Context: an optimization exercise on an open-source flow, tuned for small area, a short achievable clock period and few clock cycles. The choices shown serve that exercise and are no tape-out recipe.
Where RTL was checked, it was by simulation tests only, not by an equivalence proof against the original.
Power is estimated from default activity; no workload was simulated.

## JK
==> module FAdd, before the edit <==
module FAdd(
    input rst,
    input clk,
    input  [31:0]               a,
    input  [31:0]               b,
    output reg [31:0]           c,
    output reg [2:0]            state
);
    wire a_s = a[31];
    wire b_s = b[31];
    wire [7:0] a_e = a[30:23];
    wire [7:0] b_e = b[30:23];
    wire a_h = |a_e;
    wire b_h = |b_e;
    wire a_max = &a_e;
    wire b_max = &b_e;
    wire a_mz = ~|a[22:0];
    wire b_mz = ~|b[22:0];
    wire a_inf = a_max & a_mz;
    wire b_inf = b_max & b_mz;
    wire any_nan = (a_max & ~a_mz) | (b_max & ~b_mz) | (a_inf & b_inf & (a_s ^ b_s));
    wire any_inf = a_inf | b_inf;
    wire swap, same;
    fa_gt #(31) u_cmp(.a(b[30:0]), .b(a[30:0]), .gt(swap), .eq(same));
    wire [7:0] ea1 = {a_e[7:1], a_e[0] | ~a_h};    
    wire [7:0] eb1 = {b_e[7:1], b_e[0] | ~b_h};
    wire [7:0] d = swap ? eb1 - ea1 : ea1 - eb1;
    wire [7:0] e_big = swap ? eb1 : ea1;
    wire s_big = swap ? b_s : a_s;
    wire [23:0] m_big = swap ? {b_h, b[22:0]} : {a_h, a[22:0]};
    wire [23:0] m_sml = swap ? {a_h, a[22:0]} : {b_h, b[22:0]};
    wire sub = a_s ^ b_s;
    wire big = |d[7:5];
    reg [25:0] t;
    reg        st;
    integer k;
    always @* begin
        t = {m_sml, 2'b00};
        st = 1'b0;
        for (k = 0; k < 5; k = k + 1)
            if (d[k]) begin
                st = st | |(t & ((26'd1 << (1 << k)) - 1));
                t = t >> (1 << k);
            end
    end
    wire [25:0] al = big ? 26'd0 : t;
    wire sticky = big ? |m_sml : st;
    wire [27:0] op_s = {1'b0, al, sticky};
    wire [27:0] sum;
    fa_add #(28) u_add(.x({1'b0, m_big, 3'b000}), .y(op_s ^ {28{sub}}), .ci(sub), .s(sum));
    reg first_n;               
    reg [27:0] r_sum;
    reg [7:0]  r_e;
    reg        r_s;
    reg        r_nan;
    reg        r_inf;
    always @(posedge clk) begin
        first_n <= rst;
        if (!first_n) begin
            r_sum <= sum;
            r_e   <= e_big;
            r_s   <= s_big & ~(sub & same);    
            r_nan <= any_nan;
            r_inf <= any_inf;
        end
    end
    reg [27:0] lim;
    integer i;
    always @* begin
        for (i = 0; i < 28; i = i + 1)
            lim[i] = (r_e == 27 - i);
    end
    wire [27:0] lz_in = r_sum | lim;
    wire [4:0] lz;
    fa_lzc u_lzc(.x({lz_in, 4'b0000}), .n(lz), .zero());
    reg [27:0] n;
    integer j;
    always @* begin
        n = r_sum;
        for (j = 4; j >= 0; j = j - 1)
            if (lz[j]) n = n << (1 << j);
    end
    wire [7:0] ex = {8{n[27]}} & (r_e + 8'd1 - {3'b0, lz});
    wire rnd = n[3] & (n[2] | n[1] | n[0] | n[4]);
    wire [30:0] pk;
    fa_inc #(31) u_inc(.x({ex, n[26:4]}), .ci(rnd), .s(pk));
    wire ovf = (r_e == 8'd254) & r_sum[27];
    always @* begin
        state = {3{first_n}};
        if (r_nan)
            c = 32'h7f800001;
        else if (r_inf | ovf)
            c = {r_s, 8'hff, 23'd0};
        else
            c = {r_s, pk};
    end
endmodule
export LEC_CHECK = 0
export ABC_AREA = 1
export CAP_MARGIN = 20
export CORE_MARGIN = 2
export CORE_UTILIZATION = 30
export CTS_BUF_LIST = sky130_fd_sc_hd__clkbuf_8
export SETUP_SLACK_MARGIN = 2.0
export SLEW_MARGIN = 20
create_clock -name core_clock -period 10.0 [get_ports {clk}]
standard.sh (not shown) runs the stock make flow with config.mk's settings and CLKGATE_MAP_FILE= SYNTH_SCRIPT=/design/flow/synth_recipe.tcl, a recipe that flattens the netlist after the stock synthesis.
==> flow/flow/run.sh <==
#!/bin/bash
# Layout flow: the standard flow (standard.sh) with two changes.
#  1. Synthesis is the standard synthesis script, except that ABC maps
#     the logic with flow/map.abc instead of ORFS's abc_area.script.  All
#     other synthesis steps, and so every register, are unchanged.
#  2. buffer_ports uses sky130_fd_sc_hd__buf_2 for the port buffers (every
#     input and output still gets its own buffer).
set -euo pipefail
W=$(pwd)
cat > "$W/my_synth.tcl" <<EOT
proc abc {args} {
  set i [lsearch -exact \$args -script]
  if {\$i >= 0} { lset args [expr {\$i+1}] $W/flow/map.abc }
  yosys abc {*}\$args
}
source $W/synth_recipe.tcl
EOT
sed "s#SYNTH_SCRIPT=[^ ]*#SYNTH_SCRIPT=$W/my_synth.tcl#" standard.sh > my_standard.sh
grep -q "SYNTH_SCRIPT=$W/my_synth.tcl" my_standard.sh
export BUFFER_PORTS_ARGS="-buffer_cell sky130_fd_sc_hd__buf_2"
bash my_standard.sh > standard.log 2>&1
==> flow/flow/map.abc <==
&get -n
&st
&dch
&nf -R 1000
&put
topo
stime -c
buffer -c
upsize -c
dnsize -c
JK: no failed stages, no open violations at the end
### JK -> MS
--- a/flow/design.v
+++ b/flow/design.v
@@ -72,15 +72,9 @@
     end
     wire [27:0] lz_in = r_sum | lim;
     wire [4:0] lz;
     fa_lzc u_lzc(.x({lz_in, 4'b0000}), .n(lz), .zero());
-    reg [27:0] n;
-    integer j;
-    always @* begin
-        n = r_sum;
-        for (j = 4; j >= 0; j = j - 1)
-            if (lz[j]) n = n << (1 << j);
-    end
+    wire [27:0] n = r_sum << lz;
     wire [7:0] ex = {8{n[27]}} & (r_e + 8'd1 - {3'b0, lz});
     wire rnd = n[3] & (n[2] | n[1] | n[0] | n[4]);
     wire [30:0] pk;
     fa_inc #(31) u_inc(.x({ex, n[26:4]}), .ci(rnd), .s(pk));
### Flow results
MS ended up with a higher logic depth of the worst path, buffers included than JK did. Cmp MS vs JK: non-clock buffer share of cell area higher in MS. In summary, MS completed successfully, with a layout that passed the timing, DRC and antenna checks. Post-cts sizing count for MS: 10 up relative to JK. The detailed-route via count number comes out higher for MS vs JK. The run showing the greater setup slack is JK. Looking at switching power summed over all nets, MS sits above JK.
Testbench counts of MS, summed over its fixed seeds: cycles 24,000.
Only the layout flow was run in JK; the RTL was not checked for function there.

separate check: timing with driven ports:
The results above use ideal ports. As a check the final layouts listed here were re-extracted and re-timed, cells and wires unchanged. Step 1, drivers: a clkbuf_16 drives clk and a buf_2 each remaining input, both assumed. Step 2, shift: input delay + t, output delay - t, t = (earliest + latest rising clock arrival at the registers) / 2. This alone moves slack from input paths to output paths. a / b / c = no drivers / after step 1 / after step 2; a / b = the first two.
run | t, ns | setup slack, ns | hold slack, ns | worst setup path at the end | clock arrival spread, ns
JK | 0.325 | 2.418 / 2.385 / 2.109 | 0.919 / 0.919 / 0.919 | input to register | 0.004 / 0.003
MS | 0.322 | 2.279 / 2.246 / 1.973 | 0.898 / 0.898 / 0.898 | input to register | 0.011 / 0.011
After both steps every run listed still meets setup and hold. The setup slack of JK, which loses most, moves by -0.033 ns with the drivers and by -0.309 ns with both steps.
